This is an optimization exercise on Yosys and OpenROAD, whose aim is a short achievable clock period and few clock cycles, not a production implementation.
The RTL was checked by simulation tests, not by an equivalence proof against the original design.
The clock cells of runs 1 to 4 and 6 to 9 come from the design's own scripts or RTL, not from TritonCTS.
The clock port is modelled as an ideal driver, which makes a skipped or thinned clock tree look cheaper than it is; a real chip needs a root buffer or a tree.
Power is estimated from default activity; no workload was simulated.

File: config.mk
export PLATFORM = sky130hd
export DESIGN_NAME = TopLevel
export DESIGN_NICKNAME = TopLevel
export VERILOG_FILES = /design/flow/design.v
export SDC_FILE = /design/flow/constraint.sdc
export NUM_CORES = 4
export LEC_CHECK = 0
export ABC_CLOCK_PERIOD_IN_PS = 2000
export CAP_MARGIN = 40
export CORE_MARGIN = 2
export CORE_UTILIZATION = 25
export SETUP_SLACK_MARGIN = 5
export SLEW_MARGIN = 40
export SYNTH_MEMORY_MAX_BITS = 16384
File: constraint.sdc
create_clock -name core_clock -period 10.0 [get_ports {CLK}]
set_input_delay 2.0000 -clock core_clock [delete_from_list [all_inputs] [get_ports {CLK}]]
set_output_delay 2.0000 -clock core_clock [all_outputs]
set_load 0.01 [all_outputs]
File: design.v
module TopLevel(
  input        CLK,
  input        reset,
  input        start,
  output       halt,
  output [7:0] mem_addr,
  output       mem_re,
  output       mem_we,
  output [7:0] mem_wdata,
  input  [7:0] mem_rdata
);
  localparam logic [2:0] K_RLO = 3'd0, K_RHI = 3'd1, K_WLO = 3'd2, K_WHI = 3'd3,
                         K_RPAT = 3'd4, K_RSTR = 3'd5, K_NONE = 3'd6, K_WP3 = 3'd7;
  function automatic logic [15:0] encode(input logic [10:0] d);
    logic p1, p2, p4, p8, p16;
    p8  = ^d[10:4];
    p4  = (^d[10:7]) ^ (^d[3:1]);
    p2  = d[10]^d[9]^d[6]^d[5]^d[3]^d[2]^d[0];
    p1  = d[10]^d[8]^d[6]^d[4]^d[3]^d[1]^d[0];
    p16 = ^d ^ p8 ^ p4 ^ p2 ^ p1;
    encode = {d[10:4], p8, d[3:1], p4, d[0], p2, p1, p16};
  endfunction
  function automatic logic [15:0] decode(input logic [15:0] c);
    logic [3:0]  s;
    logic        par, dbl;
    logic [15:0] e;
    logic [10:0] d;
    s = '0;
    for (int k = 1; k < 16; k++)
      if (c[k]) s = s ^ 4'(k);
    par = ^c;
    e = par ? (16'h1 << s) : 16'h0;
    e = c ^ e;
    d = {e[15:9], e[7:5], e[3]};
    dbl = !par && (s != 4'd0);
    if (dbl) begin
      if (s == 4'd11) d = d ^ 11'h030;
      if (s == 4'd13) d = d ^ 11'h090;
      if (s == 4'd14) d = d ^ 11'h0a0;
    end
    decode = {dbl, 4'b0, d};
  endfunction
  function automatic logic [3:0] in_hits(input logic [7:0] b, input logic [4:0] pt);
    logic [3:0] h;
    for (int o = 0; o < 4; o++)
      h[o] = (b[7-o -: 5] == pt);
    in_hits = h;
  endfunction
  function automatic logic [3:0] cross_hits(input logic [7:0] a, input logic [7:0] b, input logic [4:0] pt);
    logic [15:0] w;
    logic [3:0]  h;
    w = {a, b};
    for (int o = 0; o < 4; o++)
      h[o] = (w[11-o -: 5] == pt);
    cross_hits = h;
  endfunction
  function automatic logic [2:0] cnt4(input logic [3:0] h);
    cnt4 = {2'b0, h[0]} + {2'b0, h[1]} + {2'b0, h[2]} + {2'b0, h[3]};
  endfunction
  logic       halt_r;
  logic [1:0] prog_r;           
  logic [1:0] cur_r;            
  logic       re_r, we_r;
  logic [7:0] addr_r, wdata_r;
  logic [2:0] kind_r;
  logic       last_r;           
  logic [5:0] a_step;
  wire        p3     = (cur_r == 2'd2);
  wire [5:0]  s  = a_step;
  wire        t_wr  = p3 ? (s >= 6'd34) : ((s >= 6'd58) || s[0]);
  wire        t_rd  = p3 ? (s <= 6'd32) : !((s >= 6'd58) || s[0]);
  wire        t_hi  = (s >= 6'd58) ? s[0] : !s[1];
  wire [2:0]  t_kind = p3 ? (t_rd ? K_RSTR : t_wr ? K_WP3 : K_NONE) : {1'b0, t_wr, t_hi};
  wire [7:0]  t_p3w  = (s == 6'd34) ? 8'd193 : (s == 6'd35) ? 8'd192 : 8'd194;
  wire [4:0]  t_rdo  = p3 ? s[4:0] - 5'd1 : s[5:1] + 5'd1;
  wire [7:0]  t_rda  = {p3, cur_r[0], 1'b0, t_rdo};
  wire [7:0]  t_wra  = ((cur_r == 2'd0) ? 8'd29 : 8'd93) + {3'b0, s[5:1]} + {7'b0, s == 6'd59};
  wire [7:0]  t_addr = t_rd ? t_rda : (p3 ? t_p3w : t_wra);
  wire        t_lst  = p3 ? (s == 6'd36) : (s == 6'd59);
  logic [15:0] raw_r;           
  logic [7:0]  hi_r;            
  logic [4:0]  pat_r;           
  logic [7:0]  c1_r;            
  logic [5:0]  c2_r;            
  logic [6:0]  cx_r;            
  wire [15:0] code    = (cur_r == 2'd0) ? encode(raw_r[10:0]) : decode(raw_r);
  logic [2:0]  hcnt_r, xcnt_r;  
  wire        hit_on  = p3 && !halt_r && (a_step >= 6'd3) && (a_step <= 6'd34);
  wire        acc_on  = p3 && !halt_r && (a_step >= 6'd4) && (a_step <= 6'd35);
  logic       first;            
  wire [3:0]  hit_cur = in_hits(raw_r[7:0], pat_r);
  wire [3:0]  hit_x   = first ? 4'b0 : cross_hits(raw_r[15:8], raw_r[7:0], pat_r);
  logic [7:0] wdata_n;
  always_comb begin
    case (t_kind)
      K_WLO:   wdata_n = code[7:0];
      K_WHI:   wdata_n = hi_r;
      K_WP3:   case (s[1:0])
                 2'd2:    wdata_n = {2'b0, (|hit_cur) ? c2_r + 6'd1 : c2_r};    
                 2'd3:    wdata_n = c1_r + {5'b0, hcnt_r};   
                 default: wdata_n = c1_r + {1'b0, cx_r};  
               endcase
      default: wdata_n = 8'h00;
    endcase
  end
  wire [7:0] ip_addr  = (prog_r == 2'd0) ? 8'd0 : (prog_r == 2'd1) ? 8'd64 : 8'd160;
  wire [7:0] ip_delta = (prog_r == 2'd2) ? 8'h20 : 8'h01;
  wire [2:0] ip_kind  = (prog_r == 2'd2) ? K_RPAT : K_RLO;
  wire       go1      = halt_r && start;
  wire idle = halt_r || last_r;    
  always_ff @(posedge CLK) begin
    if (reset) begin
      halt_r  <= 1'b1;
      prog_r  <= 2'd0;
      re_r    <= 1'b1;
      we_r    <= 1'b0;
      addr_r  <= 8'd0;
      kind_r  <= K_RLO;
    end else if (idle) begin
      halt_r  <= halt_r ? !start : 1'b1;
      if (go1) prog_r <= (prog_r == 2'd0) ? 2'd1 : 2'd2;
      re_r    <= 1'b1;
      we_r    <= 1'b0;
      addr_r  <= ip_addr ^ (go1 ? ip_delta : 8'h00);
      kind_r  <= {ip_kind[2:1], go1};
    end else begin
      re_r    <= t_rd;
      we_r    <= t_wr;
      addr_r  <= t_addr;
      kind_r  <= t_kind;
    end
  end
  always_ff @(posedge CLK) begin
    if (go1) cur_r <= prog_r;
    last_r <= !idle && t_lst;
  end
  always_ff @(posedge CLK) begin
    a_step <= idle ? 6'd2 : a_step + 6'd1;
    first  <= !idle && (a_step == 6'd2);
  end
  always_ff @(posedge CLK) begin
    wdata_r <= wdata_n;
    if (t_kind == K_WLO) hi_r <= code[15:8];
    if (kind_r == K_RLO || kind_r == K_RSTR) raw_r[7:0] <= mem_rdata;
    if (kind_r == K_RHI) raw_r[15:8] <= mem_rdata;
    if (kind_r == K_RSTR) raw_r[15:8] <= raw_r[7:0];
    if (kind_r == K_RPAT) pat_r <= mem_rdata[4:0];
    hcnt_r <= cnt4(hit_cur);
    xcnt_r <= cnt4(hit_x);
    if (kind_r == K_RPAT) begin
      c1_r <= '0; c2_r <= '0; cx_r <= '0;
    end else begin
      if (acc_on) begin
        c1_r <= c1_r + {5'b0, hcnt_r};
        cx_r <= cx_r + {4'b0, xcnt_r};
      end
      if (hit_on && (|hit_cur)) c2_r <= c2_r + 6'd1;
    end
  end
  assign halt      = halt_r;
  assign mem_addr  = addr_r;
  assign mem_re    = re_r;
  assign mem_we    = we_r;
  assign mem_wdata = wdata_r;
endmodule
File: flow/run.sh
#!/bin/bash
# Standard ORFS layout (the standard.sh) with four changes to how it is
# made; the clock period and I/O constraints are unchanged:
#  - timing repair aims at a 7.6 ns setup margin instead of stopping at the
#    10 ns constraint, and may resize cells across footprints;
#  - port buffers are sky130_fd_sc_hd__buf_4;
#  - at the end of the CTS step, flow/cts_tree.tcl replaces the clock tree
#    with a balanced one-level tree: the clock port feeds 4 clkbuf_16, each
#    driving a quarter of the flip-flops;
#  - flow/io_pins.tcl, run before pin placement, keeps all ports together on
#    the middle of the left edge.
# make's output goes to make_finish.log; each ORFS step keeps its own log
# under orfs/logs.
set -euo pipefail
export MAN_CTS_NBUF=4 MAN_CTS_NLEAF=0
bash standard.sh \
  SETUP_SLACK_MARGIN=7.6 \
  MATCH_CELL_FOOTPRINT=0 \
  "BUFFER_PORTS_ARGS=-buffer_cell sky130_fd_sc_hd__buf_4" \
  POST_CTS_TCL=$PWD/flow/cts_tree.tcl \
  PRE_IO_PLACEMENT_TCL=$PWD/flow/io_pins.tcl \
  finish > make_finish.log 2>&1
File: flow/cts_tree.tcl
# POST_CTS hook: replace the clock tree that clock_tree_synthesis built with a
# balanced two-level tree of clkbuf_16 (or, with NLEAF 0, a one-level tree of
# NBUF buffers). The flip-flops are split into NLEAF
# equal groups by location (by x, then by y, in turn), each driven by a leaf
# buffer at its centre; the leaves are split the same way among NBUF first
# level buffers, which the clock port drives. Timing is then repaired as the
# CTS step does.
set nbuf 4
set nleaf 12
if {[info exists ::env(MAN_CTS_NBUF)]} { set nbuf $::env(MAN_CTS_NBUF) }
if {[info exists ::env(MAN_CTS_NLEAF)]} { set nleaf $::env(MAN_CTS_NLEAF) }
set ::block [ord::get_db_block]
set ::db [ord::get_db]
set block $::block
set db $::db
set clk_net [[[$block findBTerm CLK] getNet] getName]
set root [$block findNet $clk_net]

# walk the tree from the port: buffers to remove, and the sink pins
set ::bufs {}
set ::sinks {}
proc walk {net} {
  global bufs sinks
  foreach it [$net getITerms] {
    if {[$it isOutputSignal]} { continue }
    set inst [$it getInst]
    set m [[$inst getMaster] getName]
    if {[string match "sky130_fd_sc_hd__clkbuf_*" $m] || [string match "sky130_fd_sc_hd__buf_*" $m] || [string match "sky130_fd_sc_hd__clkinv*" $m]} {
      lappend bufs $inst
      foreach o [$inst getITerms] {
        if {[$o isOutputSignal] && [$o getNet] ne "NULL"} {
          # an inverter may only be an unloaded dummy load
          if {[string match "sky130_fd_sc_hd__clkinv*" $m] && [llength [[$o getNet] getITerms]] > 1} {
            error "inverter in clock tree"
          }
          walk [$o getNet]
        }
      }
    } else {
      lappend sinks $it
    }
  }
}
walk $root
puts "man_cts: [llength $::bufs] clock buffers removed, [llength $::sinks] sinks"

# remove the buffers and their output nets
foreach inst $::bufs {
  foreach o [$inst getITerms] {
    if {[$o isOutputSignal] && [$o getNet] ne "NULL"} {
      set n [$o getNet]
      foreach it [$n getITerms] { $it disconnect }
      odb::dbNet_destroy $n
    }
  }
  odb::dbInst_destroy $inst
}

# split the sinks into nbuf equal groups by location
proc center {it} {
  set b [[$it getInst] getBBox]
  return [list [expr {([$b xMin] + [$b xMax]) / 2}] [expr {([$b yMin] + [$b yMax]) / 2}]]
}
set pts {}
foreach it $::sinks { lappend pts [concat [center $it] [list $it]] }
proc split_groups {pts n axis} {
  if {$n <= 1} { return [list $pts] }
  set s [lsort -integer -index $axis $pts]
  set h [expr {[llength $s] * ($n / 2) / $n}]
  set a [lrange $s 0 [expr {$h - 1}]]
  set b [lrange $s $h end]
  set na [expr {$n / 2}]
  set nb [expr {$n - $na}]
  return [concat [split_groups $a $na [expr {1 - $axis}]] [split_groups $b $nb [expr {1 - $axis}]]]
}
set groups [split_groups $pts $nbuf 0]

set ::master [$db findMaster sky130_fd_sc_hd__clkbuf_16]
proc add_buf {name cx cy in_net} {
  global block master
  set inst [odb::dbInst_create $block $master $name]
  $inst setLocation [expr {$cx - [$master getWidth] / 2}] [expr {$cy - [$master getHeight] / 2}]
  $inst setPlacementStatus PLACED
  [$inst findITerm A] connect $in_net
  set net [odb::dbNet_create $block "${name}_net"]
  $net setSigType CLOCK
  [$inst findITerm X] connect $net
  return $net
}
proc centroid {g} {
  set sx 0; set sy 0
  foreach p $g { incr sx [lindex $p 0]; incr sy [lindex $p 1] }
  return [list [expr {$sx / [llength $g]}] [expr {$sy / [llength $g]}]]
}
if {$nleaf == 0} {
  # one level: the clock port drives nbuf buffers, each driving its group
  set i 0
  foreach g [split_groups $pts $nbuf 0] {
    set c [centroid $g]
    set net [add_buf "clkbuf_man_$i" [lindex $c 0] [lindex $c 1] $root]
    foreach p $g { [lindex $p 2] connect $net }
    puts "man_cts: clkbuf_man_$i at ($c) drives [llength $g] sinks"
    incr i
  }
  set tops {}
} else {
# leaf groups of flip-flops, then the leaves split among the first level
set leaves [split_groups $pts $nleaf 0]
set lpts {}
set j 0
foreach g $leaves { lappend lpts [concat [centroid $g] [list $j]]; incr j }
set tops [split_groups $lpts $nbuf 0]
set i 0
foreach t $tops {
  set c [centroid $t]
  set tnet [add_buf "clkbuf_man_$i" [lindex $c 0] [lindex $c 1] $root]
  puts "man_cts: clkbuf_man_$i at ($c) drives [llength $t] leaf buffers"
  foreach lp $t {
    set j [lindex $lp 2]
    set g [lindex $leaves $j]
    set lnet [add_buf "clkbuf_man_${i}_$j" [lindex $lp 0] [lindex $lp 1] $tnet]
    foreach p $g { [lindex $p 2] connect $lnet }
    puts "man_cts: clkbuf_man_${i}_$j drives [llength $g] sinks"
  }
  incr i
}
}

detailed_placement
check_placement -verbose
estimate_parasitics -placement
report_clock_min_period
report_worst_slack -max
repair_timing_helper
detailed_placement
check_placement -verbose
estimate_parasitics -placement
report_worst_slack -max
report_worst_slack -min
File: flow/io_pins.tcl
# PRE_IO_PLACEMENT hook: keep all ports together on the middle of the left
# edge, so that the logic gathers next to them.
set blk [ord::get_db_block]
set u [$blk getDbUnitsPerMicron]
set h [expr {[[$blk getDieArea] yMax] / double($u)}]
set lo [expr {round($h / 2 - 35)}]
set hi [expr {round($h / 2 + 35)}]
set names {}
foreach bt [$blk getBTerms] { lappend names [$bt getName] }
set_io_pin_constraint -region left:$lo-$hi -pin_names $names
puts "io_pins: [llength $names] ports on the left edge from $lo to $hi um"
File: standard.sh
#!/bin/bash
# synth_recipe.tcl (not shown) runs the flow's synth.tcl, then flattens the netlist and writes it again
# the make line also repeats each setting of config.mk as NAME=value (left out here)
make -C /OpenROAD-flow-scripts/flow DESIGN_CONFIG=/design/flow/config.mk WORK_HOME=/design/flow/orfs CLKGATE_MAP_FILE= SYNTH_SCRIPT=/design/flow/synth_recipe.tcl "${@:-finish}"
==> qor.csv, run 1 <==
metric;value;unit
max_freq;0.3670;GHz
syn2layout_area_growth;36.80;%
ant_nets;0;
required;10080;ps
crit_type;reg2reg;
dieHeight;159.1;µm
drv_cap;0;
fp.dieW;159.1;µm
internal_power;812.0;µW
synth-xor-area-share;22.36;%
vias;4919;
finalHoldViolations;0;
status;timing/DRC/antenna clean;
rows;56;
syn-cell-area;6011;µm²
cts_sinks;90;
synth_edf_count;31;
yosys.area_share.simple;14.36;%
tightest_slew;788.7;ps
rsz0062_at_grt;true;
drv_slew;0;
p_clk_share;14.3;%
leakagePower;0.003304;µW
ys.flop_type;dfxtp_1;
power.share.combinational;51.9;%
ys_ff_latch;90;
r2r_slack;7270;ps
synth_compound_area_share;12.74;%
power.switching;458.5;µW
drt-initial-drc-count;402;
synth_top_family_by_area;XOR/XNOR gates;
fin_crit_sh;27.25;%
final_cell_mix;88 x buf_4, 62 x nor2_1, 60 x xnor2_1;
grt-ovfl-total;0;
max_slew_margin;47.31;%
switching_share;36.09;%
finalPower;1270;µW
final-setup-viol-count;0;
netlist-cell-type-count;68;
drive_above_1_share;37.48;%
drt-total-wl;16.96;mm
wl_per_cell;16.27;µm
antennaDiodeCount;0;
antenna_found_initial;0;
clk_pin_slew_worst_paths;110;ps
mostFrequentLayoutCell;buf_4;
ios;30;
synth-adder-area-share;7.286;%
yosys_warnings;1;
ir_drop;133.9;µV
grt_max_degree;24;
ys_seq_area_share;35.14;%
initial_core_util;25.53;%
hp-class;reg2reg;
drc;0;
p_per_area;154.5;nW/µm²
drt_pre_antenna_iters;5;
layout.nets;766;
fillers;2317;
period_needed;2725;ps
sequentialPowerShare;33.8;%
hpwl;10.27;mm
syn_avg_cell_area;9.790;µm²
clock_latency;170;ps
path_max_fanout;6;
synth-async-reset-ratio;0;%
grt.total_usage;12.54;%
cp_data_arrival_time;2800;ps
place.gp.congestion;0.8776;
io_buffers;29;
routed_via_density;4.721;
grt_pass1_wl;25.88;mm
setup_tns;0;ps
grt_pass1_vias;4776;
core;23540;µm²
worstSetupEndpointType;flip-flop;
synth_fp_nets;657;
dieArea;25300;µm²
skew;16.53;ps
crit_path_start_kind;flip-flop;
muxShareOfSynthArea;3.893;%
synthCells;614;
-- power groups by stage --
stage,Sequential [µW],Combinational [µW],Clock (µW)
finish,429,659,182
global route,431,692,196
detailed placement,447,324,0
global placement,448,324,0
floorplan,424,280,0
-- sequential cells by signal (all words and copies together), names as in the netlist --
| signal | flops |
|---|---|
| pat_r | 5 |
| wdata_r | 8 |
| cur_r | 2 |
| first | 1 |
| hi_r | 8 |
| halt_r | 1 |
| c1_r | 8 |
| addr_r | 8 |
| raw_r | 16 |
| last_r | 1 |
| hcnt_r | 3 |
| cx_r | 7 |
| prog_r | 2 |
| kind_r | 3 |
| we_r | 1 |
| re_r | 1 |
| c2_r | 6 |
| xcnt_r | 3 |
| a_step | 6 |
-- path summary, 6_finish.rpt --
kind / startpoint / to / cells after the start
worst max register to register: raw_r[3] / wdata_r[4] / 11
worst min register to register: c1_r[7] / c1_r[7] / 2
worst max-delay path: raw_r[3] / wdata_r[4] / 11
worst min-delay path: c1_r[7] / c1_r[7] / 2
-- worst max-delay path, stage by stage (launching register included) --
cell,delay (ps)
edfxtp_1,520
buf_4,190
buf_6,100
buf_6,110
xnor3_2,270
xor2_4,230
buf_6,140
xor2_4,280
nand2_1,150
nor4_1,380
a211oi_2,80
o21ai_1,180
-- stage by stage --
stage,hold slack (ps),cell area [µm²],setup slack (ps),utilization (%),instances
floorplan,448.9,6095,7445,-,614
global placement,481.5,6521,6988,27.70,930
detailed placement,496.0,6533,6973,27.75,930
global route,543.0,8223,7184,34.93,1042
finish,517.8,8223,7275,34.93,1042
-- per-layer routing --
| layer | share of wire (%) | routed length, µm | track usage (%) |
|---|---|---|---|
| met1 | 45 | 7555 | 17.35 |
| met2 | 48 | 8176 | 20.40 |
| met3 | 5.3 | 900 | 1.875 |
| met4 | 1.9 | 326 | 3.471 |
| met5 | 0 | 0 | 0 |
-- cells by family after synthesis --
group                      count (synthesis)
and+or+nand+nor                          180
adders and majority gates                 32
AOI/OAI and AO/OA                        112
muxes                                     22
DFF                                       90
buffers and inverters                     50
xor gates and xnor gates                 128
-- area by class of cell --
type                            count  area [µm²]  share of cell area, %
Buffer                              4       100.1                  1.217
Clock inverter                      2       15.01                 0.1826
Inverter                           16       67.56                 0.8217
Multi-Input combinational cell    474        4243                  51.60
Sequential cell                    90        2153                  26.19
Tap cell                          319       399.1                  4.854
Timing Repair Buffer              137        1245                  15.14
-- Yosys cell counts, types with 5 or more instances --
master,instances,share of area (%)
edfxtp_1,31,15
nor2_1,66,4.1
a211oi_1,8,1.0
nor2b_1,7,0.73
buf_2,7,0.58
xnor2_1,70,10
nand2b_1,10,1.0
o21ai_0,19,1.6
inv_1,16,1.0
buf_1,5,0.31
o211ai_1,6,0.75
a21o_1,8,1.0
mux2_2,11,2.1
and2_1,5,0.52
a22o_1,5,0.73
nand3_1,15,1.2
dfxtp_1,59,20
nor3_1,20,1.7
ha_1,27,5.6
xor2_1,40,5.8
mux2i_1,11,1.8
clkbuf_1,14,0.87
nand4_1,7,0.73
a21oi_1,27,2.2
fa_1,5,1.7
xor2_2,5,1.4
a31oi_1,5,0.52
nand2_1,28,1.7
Testbench counts, summed over its fixed seeds: cycles 5,056.
==> run 2: changes to the inputs <==
==> flow/run.sh (replaced) <==
#!/bin/bash
# Standard ORFS layout (the standard.sh) with three changes to how it is
# made; the clock period and I/O constraints are unchanged:
#  - timing repair aims at a 7.6 ns setup margin instead of stopping at the
#    10 ns constraint, and may resize cells across footprints;
#  - port buffers are sky130_fd_sc_hd__buf_4;
#  - at the end of the CTS step, flow/cts_tree.tcl replaces the clock tree
#    with a balanced one-level tree: the clock port feeds 4 clkbuf_16, each
#    driving a quarter of the flip-flops.
# make's output goes to make_finish.log; each ORFS step keeps its own log
# under orfs/logs.
set -euo pipefail
export MAN_CTS_NBUF=4 MAN_CTS_NLEAF=0
bash standard.sh \
  SETUP_SLACK_MARGIN=7.6 \
  MATCH_CELL_FOOTPRINT=0 \
  "BUFFER_PORTS_ARGS=-buffer_cell sky130_fd_sc_hd__buf_4" \
  POST_CTS_TCL=$PWD/flow/cts_tree.tcl \
  finish > make_finish.log 2>&1
--- a/flow/cts_tree.tcl
+++ b/flow/cts_tree.tcl
@@ -16,4 +16,26 @@
 set clk_net [[[$block findBTerm CLK] getNet] getName]
 set root [$block findNet $clk_net]
+
+# output port buffers: move each next to the flip-flop that drives it, so
+# that the flip-flop drives a short wire and the buffer the long one to the
+# pin (detailed placement below makes the placement legal again)
+if {![info exists ::env(MAN_OUTBUF_MOVE)] || $::env(MAN_OUTBUF_MOVE)} {
+  foreach bt [$block getBTerms] {
+    if {[$bt getIoType] ne "OUTPUT"} { continue }
+    set onet [$bt getNet]
+    set buf ""
+    foreach it [$onet getITerms] { if {[$it isOutputSignal]} { set buf [$it getInst] } }
+    if {$buf eq ""} { continue }
+    set ff ""
+    foreach a [$buf getITerms] {
+      if {![$a isInputSignal] || [$a getNet] eq "NULL"} { continue }
+      foreach it [[$a getNet] getITerms] { if {[$it isOutputSignal]} { set ff [$it getInst] } }
+    }
+    if {$ff eq "" || ![string match "*dfxtp*" [[$ff getMaster] getName]]} { continue }
+    set fb [$ff getBBox]
+    $buf setLocation [$fb xMax] [$fb yMin]
+    puts "man_cts: output buffer [$buf getName] moved next to [$ff getName]"
+  }
+}
 
 # walk the tree from the port: buffers to remove, and the sink pins
removed: flow/io_pins.tcl
==> qor.csv, run 2 <==
metric;value;unit
post-place-ws;6929;ps
mostFrequentLayoutCell;buf_4;
skew;9.400;ps
antennaDiodeCount;0;
grt-ovfl-total;0;
max_slew_margin;44.83;%
syn2layout_area_growth;37.51;%
hpwl;10.38;mm
grt.total_usage;12.89;%
place_area;6531;µm²
required;8000;ps
cp_num_buf_inv;1;
ios;30;
path_delay_family;flip-flops;
grt_max_degree;27;
synthCells;614;
setup_tns;0;ps
routed_via_density;4.725;
wl_per_cell;16.44;µm
hp-class;reg2reg;
drc;0;
drv_slew;0;
cts_sinks;90;
antenna_found_initial;0;
layout.nets;758;
final-setup-viol-count;0;
p_clk_share;13.2;%
power.switching;467.6;µW
dieHeight;159.1;µm
clock_latency;160;ps
cp_data_arrival_time;630;ps
vias;4876;
yosys.area.top_type;dfxtp_1;
r2r_slack;7450;ps
crit_slowest_cell;dfxtp_4;
initial_core_util;25.53;%
sequentialPowerShare;32.8;%
rows;56;
ys_ff_latch;90;
path_cells;buf_6;
fp.dieW;159.1;µm
switching_share;36.09;%
place.gp.congestion;0.8529;
status;timing/DRC/antenna clean;
post-synth-top-count-cell;xnor2_1;
yosys_warnings;1;
hold_depth;1;
drt-initial-drc-count;322;
ant_nets;0;
leakagePower;0.003279;µW
rsz0062_at_grt;true;
synth_common_cells;70 x xnor2_1, 66 x nor2_1, 59 x dfxtp_1;
crit_path_start_kind;flip-flop;
power.share.combinational;54.0;%
top_register;raw_r;
final_cell_mix;76 x buf_4, 60 x xnor2_1, 60 x nor2_1;
synth_fp_nets;657;
synth_top_area_share;19.65;%
period_needed;2632;ps
cp_num_cells;1;
syn-cell-area;6011;µm²
path_max_fanout;1;
finalHoldViolations;0;
max_stage_delay;350;ps
rr_worst_depth;9;
place_inst;930;
fillers;2333;
grt_pass1_vias;4814;
design_area;8265;µm²
ys.flop_type;dfxtp_1;
drt_pre_antenna_iters;5;
core;23540;µm²
grt_pass1_wl;26.33;mm
synth-async-reset-ratio;0;%
synth_edf_count;31;
tightest_slew;822.6;ps
utilization;35.11;%
netlist-cell-type-count;68;
worstSetupEndpointType;primary output;
io_buffers;29;
drt-total-wl;16.97;mm
largest_reg_flops;16;
clk_pin_slew_worst_paths;90;ps
synth_area_leaders;dfxtp_1 20%, edfxtp_1 15%, xnor2_1 10%;
drv_cap;0;
internal_power;828.1;µW
p_per_area;156.8;nW/µm²
crit_type;reg2out;
finalWorstSetupSlack;7368;ps
syn_avg_cell_area;9.790;µm²
ys_seq_area_share;35.14;%
fin_crit_sh;26.32;%
dieArea;25300;µm²
max_freq;0.3800;GHz
drive_above_1_share;36.89;%
instances_no_fill;1032;
ir_drop;123.2;µV
run 2: final timing paths:
check	from	end
setup / recovery	wdata_r[6]	mem_wdata[6]
setup reg to reg	raw_r[1]	wdata_r[4]
hold / removal	last_r	a_step[1]
hold reg to reg	last_r	a_step[1]
run 2: layout make-up:
cell class | count | area (µm²) | share of cell area (%)
inverter | 16 | 62.56 | 0.7569
sequential | 90 | 2150 | 26.01
buffer | 4 | 100.1 | 1.211
multi-input combinational | 474 | 4340 | 52.51
timing repair buffer | 129 | 1214 | 14.68
tap | 319 | 399.1 | 4.829
run 2: power groups by stage:
stage               clock network, µW  registers [µW]  logic, µW
global placement                    0             447        323
finish                            171             425        700
floorplan                           0             424        280
detailed placement                  0             447        328
global route                      189             427        737
run 2: kinds of logic after synthesis:
group / after synthesis / synth area share [%]
simple gates: 180 / 14.36
xor+xnor: 128 / 22.36
compound gates: 112 / 12.74
flops: 90 / 35.14
buf+inv: 50 / 4.226
fa+ha+maj: 32 / 7.286
mux: 22 / 3.893
run 2: through the flow:
step | hold slack (ps) | total power [µW]
3_3_place_gp | 471.5 | 770.1
2_1_floorplan | 448.9 | 704.5
3_5_place_dp | 473.7 | 775.1
6_report | 496.1 | 1296
5_1_grt | 545.1 | 1354
run 2: routing by layer:
layer / share of wire [%] / vias to the layer above / GRT usage [%] / routed length, µm
met4: 3.6 / 0 / 5.041 / 608
met3: 3.3 / 33 / 2.501 / 557
met2: 50 / 104 / 22.13 / 8481
met5: 0 / - / 0 / 0
li1: - / 2341 / - / -
met1: 43 / 2398 / 15.94 / 7322
==> run 3: changes to the inputs <==
--- a/flow/run.sh
+++ b/flow/run.sh
@@ -5,7 +5,8 @@
 #    10 ns constraint, and may resize cells across footprints;
 #  - port buffers are sky130_fd_sc_hd__buf_4;
-#  - at the end of the CTS step, flow/cts_tree.tcl replaces the clock tree
-#    with a balanced one-level tree: the clock port feeds 4 clkbuf_16, each
-#    driving a quarter of the flip-flops.
+#  - at the end of the CTS step, flow/cts_tree.tcl moves each output port
+#    buffer next to the flip-flop that drives it, and replaces the clock
+#    tree with a balanced one-level tree: the clock port feeds 4 clkbuf_16,
+#    each driving a quarter of the flip-flops.
 # make's output goes to make_finish.log; each ORFS step keeps its own log
 # under orfs/logs.
--- a/config.mk
+++ b/config.mk
@@ -9,5 +9,5 @@
 export CAP_MARGIN = 40
 export CORE_MARGIN = 2
-export CORE_UTILIZATION = 25
+export CORE_UTILIZATION = 35
 export SETUP_SLACK_MARGIN = 5
 export SLEW_MARGIN = 40
==> qor.csv, run 3 <==
metric;value;unit
synth_edf_count;31;
rows;47;
drive_above_1_share;39.92;%
antenna_found_initial;0;
ys.flop_type;dfxtp_1;
ant_nets;0;
yosys_warnings;1;
drt_pre_antenna_iters;5;
tightest_slew;808.1;ps
max_slew_margin;45.93;%
antennaDiodeCount;0;
drt-initial-drc-count;372;
drv_slew;0;
p_clk_share;13.7;%
switching_share;37.23;%
synth_fp_nets;657;
leakagePower;0.003434;µW
syn-cell-area;6011;µm²
finalHoldViolations;0;
ir_drop;156.8;µV
hp-class;reg2reg;
crit_path_start_kind;flip-flop;
final-setup-viol-count;0;
synthCells;614;
ios;30;
routed_via_density;5.349;
required;8000;ps
io_buffers;29;
clk_pin_slew_worst_paths;120;ps
initial_core_util;35.99;%
power.switching;524.2;µW
skew;25.04;ps
synth_top_area_share;19.65;%
rr_worst_depth;12;
largest_reg_flops;16;
cts_sinks;90;
finalWorstSetupSlack;7334;ps
grt.total_usage;19.52;%
syn2layout_area_growth;39.90;%
max_stage_delay;370;ps
hp-start;last_r;
hold_end;a_step[1];
mostFrequentLayoutCell;buf_4;
synth-async-reset-ratio;0;%
dieHeight;135.1;µm
worstSetupEndpointType;primary output;
post-place-ws;6944;ps
path_cells;buf_6;
power.share.combinational;56.0;%
layout.nets;776;
r2r_slack;7370;ps
grt_pass1_wl;27.73;mm
clock_latency;180;ps
cp_data_arrival_time;670;ps
grt-ovfl-total;0;
sequentialPowerShare;30.3;%
crit_type;reg2out;
grt_pass1_vias;5060;
place.gp.congestion;0.9152;
drv_cap;0;
top_register;raw_r;
path_delay_family;flip-flops;
dieArea;18240;µm²
ys_ff_latch;90;
rsz0062_at_grt;true;
synth_common_cells;70 x xnor2_1, 66 x nor2_1, 59 x dfxtp_1;
timing.rr.end;wdata_r[3];
place_area;6402;µm²
synth_area_leaders;dfxtp_1 20%, edfxtp_1 15%, xnor2_1 10%;
status;timing/DRC/antenna clean;
vias;5103;
period_needed;2666;ps
fp.dieW;135.1;µm
post-synth-top-count-cell;xnor2_1;
whs;494.9;ps
drc;0;
fin_crit_sh;26.66;%
syn_avg_cell_area;9.790;µm²
netlist-cell-type-count;68;
p_per_area;167.4;nW/µm²
max_freq;0.3751;GHz
crit_slowest_cell;dfxtp_2;
ys_seq_area_share;35.14;%
hpwl;10.47;mm
path_max_fanout;1;
wl_per_cell;19.38;µm
final_cell_mix;82 x buf_4, 63 x nor2_1, 60 x xnor2_1;
core;16700;µm²
drt-total-wl;18.49;mm
hold_depth;1;
grt_max_degree;27;
cp_num_buf_inv;1;
internal_power;883.8;µW
setup_tns;0;ps
yosys.area.top_type;dfxtp_1;
r2r_start;raw_r[3];
design_area;8409;µm²
## run 3: cell counts after synthesis
No cell type changed its count.
## run 3: final cells by class
class | count | area (µm²)
inverters | 16 | 62.56
well taps | 220 | 275.3
plain buffers | 4 | 100.1
repair buffers | 147 | 1406
fillers | 1432 | 8292
clock inverters | 3 | 26.28
multi-input cells | 474 | 4389
flip-flops and latches | 90 | 2150
## run 3: logic make-up (layout without fill, tap and decap cells)
logic type,count (synthesis),in the layout,share of synthesized area [%]
compound gates,112,112,12.74
fa+ha+maj,32,32,7.286
buf+inv,50,170,4.226
simple gates,180,180,14.36
flops,90,90,35.14
xor+xnor,128,128,22.36
mux,22,22,3.893
## run 3: worst max-delay path by stage
stage | startpoint | end | depth (start not counted)
finish | wdata_r[1] | mem_wdata[1] | 1
global route | raw_r[4] | wdata_r[4] | 13
detailed placement | raw_r[3] | wdata_r[3] | 7
global placement | raw_r[6] | wdata_r[6] | 7
floorplan | reset | we_r | 2
## run 3: per-stage QoR
| stage | std cells | utilization, % | power, µW |
|---|---|---|---|
| after floorplan | 614 | - | 704.5 |
| after global placement | 830 | 38.26 | 768.6 |
| after detailed placement | 830 | 38.34 | 775.6 |
| after global routing | 954 | 50.35 | 1457 |
| final | 954 | 50.35 | 1408 |
## run 3: power groups by stage
stage	clock (µW)	sequential (µW)	combinational (µW)
after detailed placement	0	446	329
after floorplan	0	424	280
after global placement	0	446	323
final	193	426	788
after global routing	212	428	817
## run 3: per-layer routing
metal  vias to the layer above  GRT usage, %  wire length (µm)
li1                       2376             -                 -
met1                      2510         24.84              7795
met2                       166         32.46              9079
met3                        51         3.866               895
met4                         0         8.044               720
met5                         -             0                 0
==> run 4: changes to the inputs <==
--- a/config.mk
+++ b/config.mk
@@ -9,5 +9,5 @@
 export CAP_MARGIN = 40
 export CORE_MARGIN = 2
-export CORE_UTILIZATION = 35
+export CORE_UTILIZATION = 25
 export SETUP_SLACK_MARGIN = 5
 export SLEW_MARGIN = 40
==> qor.csv, run 4 <==
metric;value;unit
busiest_layer;met2;
utilization;35.11;%
antennaDiodeCount;0;
drt_pre_antenna_iters;5;
syn-cell-area;6011;µm²
ir_drop;123.2;µV
ys.flop_type;dfxtp_1;
layout.nets;758;
grt_use_met1;15.94;%
drive_above_1_share;36.89;%
synth-async-reset-ratio;0;%
r2r_start;raw_r[1];
syn_avg_cell_area;9.790;µm²
power.share.combinational;54.0;%
final-setup-viol-count;0;
grt-ovfl-total;0;
power.switching;467.6;µW
max_stage_delay;350;ps
cts_sinks;90;
grt_max_degree;27;
mostFrequentLayoutCell;buf_4;
fin_crit_sh;26.32;%
hp-class;reg2reg;
period_needed;2632;ps
regArea;2150;µm²
path_delay_family;flip-flops;
tightest_slew;822.6;ps
place.gp.congestion;0.8529;
drt-initial-drc-count;322;
status;timing/DRC/antenna clean;
syn2layout_area_growth;37.51;%
use_met3;2.501;%
core;23540;µm²
rsz0062_at_grt;true;
rows;56;
clk_pin_slew_worst_paths;90;ps
netlist-cell-type-count;68;
initial_core_util;25.53;%
synth_edf_count;31;
leakagePower;0.003279;µW
wl_per_cell;16.44;µm
p_per_area;156.8;nW/µm²
hp-start;last_r;
finalHoldViolations;0;
routed_via_density;4.725;
synth_fp_nets;657;
largest_reg_flops;16;
yosys.area.top_type;dfxtp_1;
ys_ff_latch;90;
max_freq;0.3800;GHz
multi_input_area;4340;µm²
ant_nets;0;
drv_slew;0;
final_cell_mix;76 x buf_4, 60 x xnor2_1, 60 x nor2_1;
cp_num_buf_inv;1;
crit_path_start_kind;flip-flop;
sequentialPowerShare;32.8;%
ios;30;
cp_data_arrival_time;630;ps
vias;4876;
path_max_fanout;1;
grt_pass1_wl;26.33;mm
crit_type;reg2out;
max_slew_margin;44.83;%
io_buffers;29;
post-synth-top-count-cell;xnor2_1;
synthCells;614;
synth_area_leaders;dfxtp_1 20%, edfxtp_1 15%, xnor2_1 10%;
worstSetupEndpointType;primary output;
gr-usage-met2;22.13;%
synth_common_cells;70 x xnor2_1, 66 x nor2_1, 59 x dfxtp_1;
top_register;raw_r;
required;8000;ps
crit_slowest_cell;dfxtp_4;
grt.total_usage;12.89;%
drv_cap;0;
skew;9.400;ps
antenna_found_initial;0;
synth_top_area_share;19.65;%
hpwl;10.38;mm
dieHeight;159.1;µm
switching_share;36.09;%
drc;0;
drt-total-wl;16.97;mm
p_clk_share;13.2;%
internal_power;828.1;µW
fillers;2333;
path_cells;buf_6;
dieArea;25300;µm²
setup_tns;0;ps
yosys_warnings;1;
ys_seq_area_share;35.14;%
fp.dieW;159.1;µm
clock_latency;160;ps
grt_pass1_vias;4814;
cp-startpoint;wdata_r[6];
-- run 4: kinds of logic (layout without fill, tap and decap cells) --
| kind of cell | after synthesis | count (layout) | share of synthesized area [%] |
|---|---|---|---|
| xor+xnor | 128 | 128 | 22.36 |
| flops | 90 | 90 | 35.14 |
| simple gates | 180 | 180 | 14.36 |
| compound gates | 112 | 112 | 12.74 |
| buf+inv | 50 | 149 | 4.226 |
| fa+ha+maj | 32 | 32 | 7.286 |
| mux | 22 | 22 | 3.893 |
-- run 4: power groups by stage --
stage	combinational [µW]	sequential, µW	clock, µW
2_1_floorplan	280	424	0
3_3_place_gp	323	447	0
3_5_place_dp	328	447	0
5_1_grt	737	427	189
6_report	700	425	171
-- run 4: worst paths after layout --
path / end / slack (ps) / depth (start not counted)
setup reg to reg: wdata_r[4] / 7450 / 9
hold / removal: a_step[1] / 500 / 1
hold reg to reg: a_step[1] / 500 / 1
setup / recovery: mem_wdata[6] / 7370 / 1
-- run 4: area by class of cell --
| type | instances | share of cell area, % |
|---|---|---|
| sequential | 90 | 26.01 |
| buffer | 4 | 1.211 |
| timing repair buffer | 129 | 14.68 |
| tap | 319 | 4.829 |
| multi-input combinational | 474 | 52.51 |
| inverter | 16 | 0.7569 |
-- run 4: per-layer routing --
metal,part of all wire (%),vias to the layer above
met5,0,-
met4,3.6,0
met3,3.3,33
met2,50,104
met1,43,2398
li1,-,2341
-- run 4: metrics by stage --
step	total power (µW)	hold slack [ps]	setup WS, ps	cells	cell area [µm²]
after floorplan	704.5	448.9	7445	614	6095
after global placement	770.1	471.5	7025	930	6521
after detailed placement	775.1	473.7	6929	930	6531
after global routing	1354	545.1	7337	1032	8265
final	1296	496.1	7368	1032	8265
==> run 5: changes to the inputs <==
--- a/flow/cts_tree.tcl
+++ b/flow/cts_tree.tcl
@@ -33,6 +33,14 @@
     }
     if {$ff eq "" || ![string match "*dfxtp*" [[$ff getMaster] getName]]} { continue }
+    # a light flip-flop drives the short wire fastest: fix the pair as
+    # dfxtp_2 + buf_6 so that later repair does not upsize them
+    if {[string match "sky130_fd_sc_hd__dfxtp_*" [[$ff getMaster] getName]]} {
+      $ff swapMaster [$db findMaster sky130_fd_sc_hd__dfxtp_2]
+    }
+    $buf swapMaster [$db findMaster sky130_fd_sc_hd__buf_6]
     set fb [$ff getBBox]
     $buf setLocation [$fb xMax] [$fb yMin]
+    $ff setDoNotTouch 1
+    $buf setDoNotTouch 1
     puts "man_cts: output buffer [$buf getName] moved next to [$ff getName]"
   }
==> qor.csv, run 5 <==
metric;value;unit
rows;56;
synth_area_leaders;dfxtp_1 20%, edfxtp_1 15%, xnor2_1 10%;
ios;30;
stop_stage;clock tree synthesis (4_1_cts);
yosys_warnings;1;
initial_core_util;25.53;%
fp.dieW;159.1;µm
cts_sinks;90;
synth_common_cells;70 x xnor2_1, 66 x nor2_1, 59 x dfxtp_1;
yosys.area.top_type;dfxtp_1;
dieHeight;159.1;µm
io_buffers;29;
netlist-cell-type-count;68;
place_inst;930;
ys_ff_latch;90;
status;did not finish;
synth-async-reset-ratio;0;%
synth_edf_count;31;
stop_error;[ERROR ODB-0370] Attempt to disconnect term CLK of dont_touch instance addr_r\[0\]$_SDFF_PP0_;
place.gp.congestion;0.8529;
syn-cell-area;6011;µm²
synth_top_area_share;19.65;%
syn_avg_cell_area;9.790;µm²
synth_fp_nets;657;
synthCells;614;
post-synth-top-count-cell;xnor2_1;
hpwl;10.38;mm
ys_seq_area_share;35.14;%
ys.flop_type;dfxtp_1;
## run 5: cell counts after synthesis
No cell type changed its count.
## run 5: metrics by stage
step	hold WS [ps]	area [µm²]	power [µW]	setup WS [ps]
2_1_floorplan	448.9	6095	704.5	7445
3_3_place_gp	471.5	6521	770.1	7025
3_5_place_dp	473.7	6531	775.1	6929
## run 5: logic make-up after synthesis
kind of cell | Yosys count | share of synthesized area [%]
AO/OA/AOI/OAI | 112 | 12.74
AND/OR/NAND/NOR | 180 | 14.36
adder cells (fa/ha/maj) | 32 | 7.286
multiplexers | 22 | 3.893
buffers and inverters | 50 | 4.226
XOR/XNOR | 128 | 22.36
flip-flops | 90 | 35.14
## run 5: power groups by stage
stage / clock (µW) / combinational (µW) / sequential (µW)
after floorplan: 0 / 280 / 424
after global placement: 0 / 323 / 447
after detailed placement: 0 / 328 / 447
## run 5: worst max-delay path by stage
stage,end,from,slack [ps]
2_1_floorplan,we_r,reset,7450
3_3_place_gp,wdata_r[3],raw_r[3],7030
3_5_place_dp,wdata_r[3],raw_r[3],6930
==> run 6: changes to the inputs <==
==> flow/run.sh (replaced) <==
#!/bin/bash
# Standard ORFS layout (the standard.sh) with three changes to how it is
# made; the clock period and I/O constraints are unchanged:
#  - timing repair aims at a 7.6 ns setup margin instead of stopping at the
#    10 ns constraint, and may resize cells across footprints;
#  - port buffers are sky130_fd_sc_hd__buf_4;
#  - at the end of the CTS step, flow/cts_tree.tcl replaces the clock tree
#    with a balanced one-level tree (the clock port feeds 4 clkbuf_16, each
#    driving a quarter of the flip-flops), and sets each output port's
#    flip-flop and buffer to dfxtp_2 + buf_6 with the buffer next to the
#    flip-flop, kept from resizing until global routing is done
#    (flow/grt_post.tcl frees them).
# make's output goes to make_finish.log; each ORFS step keeps its own log
# under orfs/logs.
set -euo pipefail
export MAN_CTS_NBUF=4 MAN_CTS_NLEAF=0
bash standard.sh \
  SETUP_SLACK_MARGIN=7.6 \
  MATCH_CELL_FOOTPRINT=0 \
  "BUFFER_PORTS_ARGS=-buffer_cell sky130_fd_sc_hd__buf_4" \
  POST_CTS_TCL=$PWD/flow/cts_tree.tcl \
  POST_GLOBAL_ROUTE_TCL=$PWD/flow/grt_post.tcl \
  finish > make_finish.log 2>&1
--- a/flow/cts_tree.tcl
+++ b/flow/cts_tree.tcl
@@ -16,34 +16,4 @@
 set clk_net [[[$block findBTerm CLK] getNet] getName]
 set root [$block findNet $clk_net]
-
-# output port buffers: move each next to the flip-flop that drives it, so
-# that the flip-flop drives a short wire and the buffer the long one to the
-# pin (detailed placement below makes the placement legal again)
-if {![info exists ::env(MAN_OUTBUF_MOVE)] || $::env(MAN_OUTBUF_MOVE)} {
-  foreach bt [$block getBTerms] {
-    if {[$bt getIoType] ne "OUTPUT"} { continue }
-    set onet [$bt getNet]
-    set buf ""
-    foreach it [$onet getITerms] { if {[$it isOutputSignal]} { set buf [$it getInst] } }
-    if {$buf eq ""} { continue }
-    set ff ""
-    foreach a [$buf getITerms] {
-      if {![$a isInputSignal] || [$a getNet] eq "NULL"} { continue }
-      foreach it [[$a getNet] getITerms] { if {[$it isOutputSignal]} { set ff [$it getInst] } }
-    }
-    if {$ff eq "" || ![string match "*dfxtp*" [[$ff getMaster] getName]]} { continue }
-    # a light flip-flop drives the short wire fastest: fix the pair as
-    # dfxtp_2 + buf_6 so that later repair does not upsize them
-    if {[string match "sky130_fd_sc_hd__dfxtp_*" [[$ff getMaster] getName]]} {
-      $ff swapMaster [$db findMaster sky130_fd_sc_hd__dfxtp_2]
-    }
-    $buf swapMaster [$db findMaster sky130_fd_sc_hd__buf_6]
-    set fb [$ff getBBox]
-    $buf setLocation [$fb xMax] [$fb yMin]
-    $ff setDoNotTouch 1
-    $buf setDoNotTouch 1
-    puts "man_cts: output buffer [$buf getName] moved next to [$ff getName]"
-  }
-}
 
 # walk the tree from the port: buffers to remove, and the sink pins
@@ -157,4 +127,34 @@
 }
 
+# output port buffers: move each next to the flip-flop that drives it, so
+# that the flip-flop drives a short wire and the buffer the long one to the
+# pin (detailed placement below makes the placement legal again)
+if {![info exists ::env(MAN_OUTBUF_MOVE)] || $::env(MAN_OUTBUF_MOVE)} {
+  foreach bt [$block getBTerms] {
+    if {[$bt getIoType] ne "OUTPUT"} { continue }
+    set onet [$bt getNet]
+    set buf ""
+    foreach it [$onet getITerms] { if {[$it isOutputSignal]} { set buf [$it getInst] } }
+    if {$buf eq ""} { continue }
+    set ff ""
+    foreach a [$buf getITerms] {
+      if {![$a isInputSignal] || [$a getNet] eq "NULL"} { continue }
+      foreach it [[$a getNet] getITerms] { if {[$it isOutputSignal]} { set ff [$it getInst] } }
+    }
+    if {$ff eq "" || ![string match "*dfxtp*" [[$ff getMaster] getName]]} { continue }
+    # a light flip-flop drives the short wire fastest: fix the pair as
+    # dfxtp_2 + buf_6 so that later repair does not upsize them
+    if {[string match "sky130_fd_sc_hd__dfxtp_*" [[$ff getMaster] getName]]} {
+      $ff swapMaster [$db findMaster sky130_fd_sc_hd__dfxtp_2]
+    }
+    $buf swapMaster [$db findMaster sky130_fd_sc_hd__buf_6]
+    set fb [$ff getBBox]
+    $buf setLocation [$fb xMax] [$fb yMin]
+    $ff setDoNotTouch 1
+    $buf setDoNotTouch 1
+    puts "man_cts: output buffer [$buf getName] moved next to [$ff getName]"
+  }
+}
+
 detailed_placement
 check_placement -verbose
==> flow/grt_post.tcl (new file) <==
# POST_GLOBAL_ROUTE hook: the output flip-flops and port buffers that
# flow/cts_tree.tcl fixed are free again for the rest of the flow.
foreach inst [[ord::get_db_block] getInsts] {
  if {[$inst isDoNotTouch]} { $inst setDoNotTouch 0 }
}
==> qor.csv, run 6 <==
metric;value;unit
ys_ff_latch;90;
antenna_found_initial;0;
switching_share;36.20;%
internal_power;846.9;µW
syn_avg_cell_area;9.790;µm²
top_register;raw_r;
routed_via_density;4.761;
grt_pass1_wl;26.10;mm
drt-total-wl;17.19;mm
post-synth-top-count-cell;xnor2_1;
finalPower;1327;µW
drc;0;
fin_crit_sh;26.10;%
grt_pass1_vias;4738;
synth_common_cells;70 x xnor2_1, 66 x nor2_1, 59 x dfxtp_1;
fp.dieW;159.1;µm
synth_top_area_share;19.65;%
period_needed;2610;ps
path_delay_family;flip-flops;
max_slew_margin;45.04;%
dieArea;25300;µm²
syn-cell-area;6011;µm²
drv_cap;0;
synth_fp_nets;657;
grt.total_usage;12.76;%
max_stage_delay;330;ps
antennaDiodeCount;0;
final_cell_mix;78 x buf_4, 60 x nor2_1, 59 x xnor2_1;
drive_above_1_share;37.52;%
path_max_fanout;1;
worstSetupEndpointType;primary output;
path_cells;buf_6;
grt_max_degree;27;
mostFrequentLayoutCell;buf_4;
ys_seq_area_share;35.14;%
p_per_area;159.9;nW/µm²
synth_edf_count;31;
drv_slew;0;
core;23540;µm²
ir_drop;129.2;µV
ys.flop_type;dfxtp_1;
yosys_warnings;1;
dieHeight;159.1;µm
status;timing/DRC/antenna clean;
vias;4932;
ios;30;
sequentialPowerShare;31.9;%
largest_reg_flops;16;
wl_per_cell;16.59;µm
power.switching;480.5;µW
initial_core_util;25.53;%
place.gp.congestion;0.8529;
clk_pin_slew_worst_paths;90;ps
drt_pre_antenna_iters;5;
final-setup-viol-count;0;
crit_type;reg2out;
hpwl;10.38;mm
power.share.combinational;55.1;%
clock_latency;160;ps
ant_nets;0;
skew;9.607;ps
p_clk_share;12.9;%
drt-initial-drc-count;301;
finalHoldViolations;0;
cts_sinks;90;
cp_data_arrival_time;610;ps
cp_num_buf_inv;1;
grt-ovfl-total;0;
io_buffers;29;
synthCells;614;
crit_slowest_cell;dfxtp_2;
leakagePower;0.003316;µW
yosys.area.top_type;dfxtp_1;
rows;56;
synth_area_leaders;dfxtp_1 20%, edfxtp_1 15%, xnor2_1 10%;
netlist-cell-type-count;68;
layout.nets;762;
crit_path_start_kind;flip-flop;
hp-class;reg2reg;
max_freq;0.3831;GHz
tightest_slew;819.5;ps
synth-async-reset-ratio;0;%
setup_tns;0;ps
required;8000;ps
syn2layout_area_growth;38.16;%
run 6: layout make-up:
type	instances	area, µm²
repair buffers	133	1260
inverters	16	62.56
flip-flops and latches	90	2148
plain buffers	4	100.1
fillers	2344	15240
well taps	319	399.1
multi-input cells	474	4334
run 6: logic make-up (layout without fill, tap and decap cells):
| logic type | after synthesis | in the layout | synth area share [%] |
|---|---|---|---|
| DFF | 90 | 90 | 35.14 |
| AOI/OAI and AO/OA | 112 | 112 | 12.74 |
| adders and majority gates | 32 | 32 | 7.286 |
| muxes | 22 | 22 | 3.893 |
| xor gates and xnor gates | 128 | 128 | 22.36 |
| buffers and inverters | 50 | 153 | 4.226 |
| and+or+nand+nor | 180 | 180 | 14.36 |
run 6: worst paths after layout:
path	start	endpoint	slack [ps]	cells past startpoint
worst min-delay path	last_r	a_step[1]	490	1
worst min register to register	last_r	a_step[1]	490	1
worst max register to register	raw_r[6]	wdata_r[4]	7420	11
worst max-delay path	wdata_r[6]	mem_wdata[6]	7390	1
run 6: per-stage QoR:
| stage | worst slack (ps) | instances | hold slack, ps | instance area (µm²) | utilization, % |
|---|---|---|---|---|---|
| after floorplan | 7445 | 614 | 448.9 | 6095 | - |
| after global placement | 7025 | 930 | 471.5 | 6521 | 27.70 |
| after detailed placement | 6929 | 930 | 473.7 | 6531 | 27.74 |
| final | 7390 | 1036 | 490.3 | 8304 | 35.27 |
run 6: per-layer routing:
| metal | vias up | GRT usage, % | wire [µm] |
|---|---|---|---|
| met5 | - | 0 | 0 |
| met4 | 0 | 3.264 | 488 |
| met3 | 34 | 2.188 | 665 |
| met2 | 123 | 22.29 | 8765 |
| met1 | 2416 | 16.33 | 7272 |
| li1 | 2359 | - | - |
run 6: power groups by stage:
stage / clock network, µW / logic (µW) / registers (µW)
3_3_place_gp: 0 / 323 / 447
3_5_place_dp: 0 / 328 / 447
2_1_floorplan: 0 / 280 / 424
6_report: 172 / 732 / 424
==> run 7: changes to the inputs <==
--- a/design.v
+++ b/design.v
@@ -108,5 +108,7 @@
   wire [2:0] ip_kind  = (prog_r == 2'd2) ? K_RPAT : K_RLO;
   wire       go1      = halt_r && start;
-  wire idle = halt_r || last_r;    
+  logic idle;
+  always_ff @(posedge CLK)
+    idle <= reset || (idle ? !go1 : t_lst);
   always_ff @(posedge CLK) begin
     if (reset) begin
--- a/flow/cts_tree.tcl
+++ b/flow/cts_tree.tcl
@@ -76,5 +76,7 @@
 set groups [split_groups $pts $nbuf 0]
 
-set ::master [$db findMaster sky130_fd_sc_hd__clkbuf_16]
+set ctscell sky130_fd_sc_hd__clkbuf_16
+if {[info exists ::env(MAN_CTS_CELL)]} { set ctscell $::env(MAN_CTS_CELL) }
+set ::master [$db findMaster $ctscell]
 proc add_buf {name cx cy in_net} {
   global block master
==> qor.csv, run 7 <==
metric;value;unit
worstSetupEndpointType;primary output;
io_buffers;29;
cp_data_arrival_time;620;ps
clk_pin_slew_worst_paths;100;ps
finalHoldViolations;0;
synth_edf_count;31;
yosys_warnings;1;
vias;4792;
drt_pre_antenna_iters;4;
hpwl;10.47;mm
netlist-cell-type-count;71;
dieHeight;158.6;µm
whs;536.1;ps
grt_pass1_vias;4548;
antennaDiodeCount;0;
crit_path_start_kind;flip-flop;
mostFrequentLayoutCell;buf_4;
drc;0;
synth_common_cells;78 x xnor2_1, 72 x nor2_1, 59 x dfxtp_1;
ir_drop;89.30;µV
drv_slew;0;
syn_avg_cell_area;9.352;µm²
clock_latency;160;ps
routed_via_density;4.617;
drt-initial-drc-count;376;
synthCells;639;
final_cell_mix;68 x buf_4, 65 x nor2_1, 64 x xnor2_1;
largest_reg_flops;16;
max_slew_margin;50.08;%
wl_per_cell;15.61;µm
status;timing/DRC/antenna clean;
drv_cap;0;
rows;56;
ios;30;
syn2layout_area_growth;34.72;%
ys.flop_type;dfxtp_1;
grt_pass1_wl;24.65;mm
p_per_area;140.5;nW/µm²
max_stage_delay;330;ps
ys_ff_latch;90;
syn-cell-area;5976;µm²
tightest_slew;744.2;ps
synth_top_area_share;19.77;%
path_max_fanout;1;
cts_sinks;90;
cp_num_buf_inv;1;
final-setup-viol-count;0;
yosys.area.top_type;dfxtp_1;
synth-async-reset-ratio;0;%
place.gp.congestion;0.8683;
ant_nets;0;
initial_core_util;25.46;%
hp-class;reg2reg;
grt-ovfl-total;0;
layout.nets;762;
leakagePower;0.003163;µW
post-synth-top-count-cell;xnor2_1;
grt.total_usage;12.48;%
drt-total-wl;16.20;mm
crit_type;reg2out;
period_needed;2616;ps
path_delay_family;flip-flops;
utilization;34.30;%
required;8000;ps
drive_above_1_share;33.94;%
max_freq;0.3823;GHz
fin_crit_sh;26.16;%
dieArea;25160;µm²
core;23470;µm²
fp.dieW;158.6;µm
setup_tns;0;ps
antenna_found_initial;0;
synth_fp_nets;682;
skew;9.323;ps
ys_seq_area_share;35.34;%
top_register;raw_r;
synth_area_leaders;dfxtp_1 20%, edfxtp_1 16%, xnor2_1 11%;
grt_max_degree;27;
path_cells;buf_6;
crit_slowest_cell;dfxtp_2;
-- run 7: cell count changes in the layout (fill, tap and decap cells not counted), sizes merged, moves of 5 or more --
cell / delta
a21boi: +5
nand2b: -6
a22o: -5
buf: -21
xnor2: +6
nor2: +7
o21ai: +7
nor3b: +6
-- run 7: cell type report --
type	count	area, µm²
Buffer	4	100.1
Clock inverter	2	38.79
Fill cell	2298	15420
Inverter	16	67.56
Multi-Input combinational cell	496	4240
Sequential cell	90	2157
Tap cell	319	399.1
Timing Repair Buffer	111	1047
-- run 7: kinds of logic (layout without fill, tap and decap cells) --
family                   Yosys count  in the layout  synth area share [%]
multiplexers                      18             18                 3.245
adder cells (fa/ha/maj)           32             32                 7.328
flip-flops                        90             90                 35.34
XOR/XNOR                         133            133                 20.81
AO/OA/AOI/OAI                    123            123                 13.55
buffers and inverters             53            133                 4.041
AND/OR/NAND/NOR                  190            190                 15.68
-- run 7: power by group --
part | leakage, µW | internal, µW | switching (µW)
combinational | 0.00231 | 242 | 252
sequential | 0.000784 | 404 | 25.3
clock | 0.0000680 | 102 | 105
total | 0.00316 | 749 | 382
-- run 7: path summary, 6_finish.rpt --
kind              slack [ps]           end        from  cells after the start
setup reg to reg        7410    wdata_r[0]    raw_r[3]                      8
setup / recovery        7380  mem_wdata[4]  wdata_r[4]                      1
hold reg to reg          540     a_step[0]   a_step[0]                      1
hold / removal           540     a_step[0]   a_step[0]                      1
-- run 7: metal layers --
layer,up-vias,GRT usage [%],wire (µm)
li1,2375,-,-
met3,18,1.796,446
met4,0,2.960,264
met1,2331,16.97,7618
met2,68,20.88,7868
met5,-,0,0
-- run 7: stage by stage --
step | total power (µW) | cells | worst slack, ps | instance area [µm²]
final | 1131 | 1038 | 7384 | 8050
after detailed placement | 740.8 | 951 | 6960 | 6518
after floorplan | 669.2 | 639 | 7364 | 6068
after global placement | 736.6 | 951 | 6931 | 6510
Testbench counts of run 7, summed over its fixed seeds: cycles 5,056.
==> run 8: changes to the inputs <==
--- a/flow/run.sh
+++ b/flow/run.sh
@@ -14,5 +14,5 @@
 # under orfs/logs.
 set -euo pipefail
-export MAN_CTS_NBUF=4 MAN_CTS_NLEAF=0
+export MAN_CTS_NBUF=4 MAN_CTS_NLEAF=0 MAN_CTS_CELL=sky130_fd_sc_hd__buf_16
 bash standard.sh \
   SETUP_SLACK_MARGIN=7.6 \
==> qor.csv, run 8 <==
metric;value;unit
synth_top_family_by_area;XOR/XNOR gates;
wl_per_cell;15.62;µm
ys.flop_type;dfxtp_1;
fp.dieW;158.6;µm
crit_type;reg2out;
cts_sinks;90;
worstSetupEndpointType;primary output;
post-synth-top-count-cell;xnor2_1;
drv_slew;0;
grt-ovfl-total;0;
netlist-cell-type-count;71;
synth_fp_nets;682;
crit_slowest_cell;dfxtp_2;
p_per_area;141.5;nW/µm²
dieArea;25160;µm²
status;timing/DRC/antenna clean;
sequentialPowerShare;37.5;%
antenna_found_initial;0;
skew;9.525;ps
initial_core_util;25.46;%
yosys.area.top_type;dfxtp_1;
required;8000;ps
mostFrequentLayoutCell;buf_4;
finalHoldViolations;0;
max_freq;0.3858;GHz
path_max_fanout;1;
ys_seq_area_share;35.34;%
synth_common_cells;78 x xnor2_1, 72 x nor2_1, 59 x dfxtp_1;
fin_crit_sh;25.92;%
synth-adder-area-share;7.328;%
muxShareOfSynthArea;3.245;%
core;23470;µm²
leakagePower;0.003175;µW
drt-total-wl;16.28;mm
regArea;2157;µm²
power.switching;380.6;µW
layout.nets;766;
instances_no_fill;1042;
drc;0;
fillers;2305;
synth_top_area_share;19.77;%
place.gp.congestion;0.8683;
path_cells;buf_6;
path_delay_family;flip-flops;
drive_above_1_share;34.72;%
drv_cap;0;
whs;535.2;ps
design_area;8084;µm²
ys_ff_latch;90;
power.share.combinational;42.7;%
synth-async-reset-ratio;0;%
drt-initial-drc-count;346;
final-setup-viol-count;0;
synth-xor-area-share;20.81;%
drt_pre_antenna_iters;4;
hpwl;10.47;mm
vias;4864;
largest_reg_flops;16;
tightest_slew;748.0;ps
hp-class;reg2reg;
setup_tns;0;ps
synthCells;639;
grt_max_degree;27;
multi_input_area;4258;µm²
cp_num_buf_inv;1;
period_needed;2592;ps
syn2layout_area_growth;35.28;%
finalPower;1144;µW
synth_compound_area_share;13.55;%
switching_share;33.28;%
crit_path_start_kind;flip-flop;
ant_nets;0;
ios;30;
place_area;6518;µm²
p_clk_share;19.8;%
place_inst;951;
ir_drop;86.74;µV
dieHeight;158.6;µm
grt_pass1_vias;4602;
max_slew_margin;49.83;%
io_buffers;29;
grt.total_usage;12.57;%
max_stage_delay;330;ps
synth_edf_count;31;
routed_via_density;4.668;
syn-cell-area;5976;µm²
grt_pass1_wl;24.85;mm
internal_power;763.2;µW
final_cell_mix;76 x buf_4, 65 x nor2_1, 64 x xnor2_1;
rows;56;
clk_pin_slew_worst_paths;100;ps
synth_area_leaders;dfxtp_1 20%, edfxtp_1 16%, xnor2_1 11%;
top_register;raw_r;
yosys_warnings;1;
yosys.area_share.simple;15.68;%
cp_data_arrival_time;590;ps
antennaDiodeCount;0;
syn_avg_cell_area;9.352;µm²
clock_latency;140;ps
-- run 8: cell counts after synthesis --
Identical to the previous run, type by type.
-- run 8: kinds of logic (layout without fill, tap and decap cells) --
group / Yosys count / count (layout)
buf+inv: 53 / 137
simple gates: 190 / 190
fa+ha+maj: 32 / 32
compound gates: 123 / 123
mux: 18 / 18
flops: 90 / 90
xor+xnor: 133 / 133
-- run 8: path summary, 6_finish.rpt --
path	start	slack, ps	to	depth (start not counted)
setup reg to reg	raw_r[3]	7430	wdata_r[0]	8
setup / recovery	wdata_r[7]	7410	mem_wdata[7]	1
hold reg to reg	a_step[0]	540	a_step[0]	1
hold / removal	a_step[0]	540	a_step[0]	1
-- run 8: routing by layer --
layer / global-route usage, % / up-vias / routed length [µm]
li1: - / 2396 / -
met1: 17.02 / 2363 / 7592
met2: 21.03 / 91 / 7841
met3: 1.824 / 14 / 579
met4: 3.132 / 0 / 267
met5: 0 / - / 0
-- run 8: power by group through the flow --
stage / combinational, µW / sequential (µW) / clock [µW]
after floorplan: 243 / 426 / 0
after detailed placement: 290 / 451 / 0
final: 489 / 429 / 226
after global placement: 286 / 450 / 0
-- run 8: per-stage QoR --
stage          util, %  setup WS, ps
6_report         34.44          7408
3_5_place_dp     27.77          6960
3_3_place_gp     27.73          6931
2_1_floorplan        -          7364
-- run 8: area by class of cell --
class                           count  share of cell area (%)
Tap cell                          319                   4.937
Clock inverter                      2                  0.4798
Timing Repair Buffer              115                   13.03
Inverter                           16                  0.8358
Sequential cell                    90                   26.68
Multi-Input combinational cell    496                   52.67
Buffer                              4                   1.362
==> run 9: changes to the inputs <==
--- a/flow/run.sh
+++ b/flow/run.sh
@@ -6,5 +6,5 @@
 #  - port buffers are sky130_fd_sc_hd__buf_4;
 #  - at the end of the CTS step, flow/cts_tree.tcl replaces the clock tree
-#    with a balanced one-level tree (the clock port feeds 4 clkbuf_16, each
+#    with a balanced one-level tree (the clock port feeds 4 buf_16, each
 #    driving a quarter of the flip-flops), and sets each output port's
 #    flip-flop and buffer to dfxtp_2 + buf_6 with the buffer next to the
==> qor.csv, run 9 <==
metric;value;unit
hp-class;reg2reg;
finalHoldViolations;0;
grt-ovfl-total;0;
drt_pre_antenna_iters;4;
cp_num_cells;1;
synth_fp_nets;682;
yosys_warnings;1;
drv_slew;0;
dieHeight;158.6;µm
rows;56;
drive_above_1_share;34.72;%
syn_avg_cell_area;9.352;µm²
timing.rr.end;wdata_r[0];
fp.dieW;158.6;µm
ys_ff_latch;90;
post-place-ws;6960;ps
syn-cell-area;5976;µm²
worstSetupEndpoint;mem_wdata[7];
r2r_slack;7430;ps
crit_type;reg2out;
status;timing/DRC/antenna clean;
initial_core_util;25.46;%
synth_area_leaders;dfxtp_1 20%, edfxtp_1 16%, xnor2_1 11%;
period_needed;2592;ps
final_cell_mix;76 x buf_4, 65 x nor2_1, 64 x xnor2_1;
synth_edf_count;31;
netlist-cell-type-count;71;
vias;4864;
crit_slowest_cell;dfxtp_2;
syn2layout_area_growth;35.28;%
grt_pass1_wl;24.85;mm
cp_num_buf_inv;1;
synthCells;639;
antennaDiodeCount;0;
worstSetupEndpointType;primary output;
synth-async-reset-ratio;0;%
top_register;raw_r;
ant_nets;0;
required;8000;ps
layout.nets;766;
crit_path_start_kind;flip-flop;
whs;535.2;ps
largest_reg_flops;16;
grt_pass1_vias;4602;
rr_worst_depth;8;
dieArea;25160;µm²
drc;0;
final-setup-viol-count;0;
fin_crit_sh;25.92;%
drv_cap;0;
max_slew_margin;49.83;%
leakagePower;0.003175;µW
post-synth-top-count-cell;xnor2_1;
r2r_start;raw_r[3];
place.gp.congestion;0.8683;
utilization;34.44;%
clk_pin_slew_worst_paths;100;ps
core;23470;µm²
ys.flop_type;dfxtp_1;
io_buffers;29;
mostFrequentLayoutCell;buf_4;
cp_data_arrival_time;590;ps
max_freq;0.3858;GHz
cts_sinks;90;
grt_max_degree;27;
skew;9.525;ps
p_per_area;141.5;nW/µm²
clock_latency;140;ps
grt.total_usage;12.57;%
max_stage_delay;330;ps
ir_drop;86.74;µV
wl_per_cell;15.62;µm
synth_top_area_share;19.77;%
hpwl;10.47;mm
drt-initial-drc-count;346;
path_max_fanout;1;
cp-startpoint;wdata_r[7];
path_cells;buf_6;
setup_tns;0;ps
antenna_found_initial;0;
yosys.area.top_type;dfxtp_1;
ys_seq_area_share;35.34;%
ios;30;
drt-total-wl;16.28;mm
tightest_slew;748.0;ps
path_delay_family;flip-flops;
routed_via_density;4.668;
synth_common_cells;78 x xnor2_1, 72 x nor2_1, 59 x dfxtp_1;
finalWorstSetupSlack;7408;ps
## run 9: cell counts after synthesis
No cell type changed its count.
## run 9: worst min path at each step
stage,from,to,depth (start not counted)
floorplan,hi_r[6],wdata_r[6],2
global placement,c2_r[5],c2_r[5],2
detailed placement,c2_r[5],c2_r[5],2
finish,a_step[0],a_step[0],1
## run 9: logic make-up after synthesis
| group | Yosys count | synth area share, % |
|---|---|---|
| compound gates | 123 | 13.55 |
| xor+xnor | 133 | 20.81 |
| fa+ha+maj | 32 | 7.328 |
| buf+inv | 53 | 4.041 |
| flops | 90 | 35.34 |
| mux | 18 | 3.245 |
| simple gates | 190 | 15.68 |
## run 9: layer usage
metal,track usage (%),part of all wire [%],vias up,wire (µm)
li1,-,-,2396,-
met1,17.02,47,2363,7592
met2,21.03,48,91,7841
met3,1.824,3.6,14,579
met4,3.132,1.6,0,267
met5,0,0,-,0
## run 9: cell type report
cell class | instances | area (µm²)
Buffer | 4 | 110.1
Clock inverter | 2 | 38.79
Fill cell | 2305 | 15390
Inverter | 16 | 67.56
Multi-Input combinational cell | 496 | 4258
Sequential cell | 90 | 2157
Tap cell | 319 | 399.1
Timing Repair Buffer | 115 | 1054
## run 9: report_power, final
part / internal [µW] / total [µW] / switching, µW
Combinational: 239 / 489 / 249
Clock: 120 / 226 / 106
Sequential: 404 / 429 / 25.0
## run 9: metrics by stage
step | cells | total power, µW | instance area, µm²
after floorplan | 639 | 669.2 | 6068
after global placement | 951 | 736.6 | 6510
after detailed placement | 951 | 740.8 | 6518
final | 1042 | 1144 | 8084

static timing again, ports no longer ideal:
The results above use ideal ports. As a check the final layouts listed here were re-extracted and re-timed, cells and wires unchanged.
Step 1: set_driving_cell puts a clkbuf_16 on CLK and a buf_2 on each other input, an assumption about the parent block.
Step 2, shift: input delay + t, output delay - t, t = (earliest + latest rising clock arrival at the registers) / 2. This alone moves slack from input paths to output paths.
Slacks: no drivers / after step 1 / after step 2; pairs: no drivers / after step 1.
run	shift t [ns]	slack for setup (ns)
run 1	0.246	7.275 / 7.248 / 7.175
run 2	0.246	7.368 / 7.278 / 7.189
run 3	0.256	7.334 / 7.243 / 7.209
run 4	0.246	7.368 / 7.278 / 7.189
run 6	0.245	7.390 / 7.299 / 7.218
run 7	0.249	7.384 / 7.293 / 7.271
run 8	0.248	7.408 / 7.292 / 7.256
run 9	0.248	7.408 / 7.292 / 7.256
After both steps every run listed still meets setup and hold.
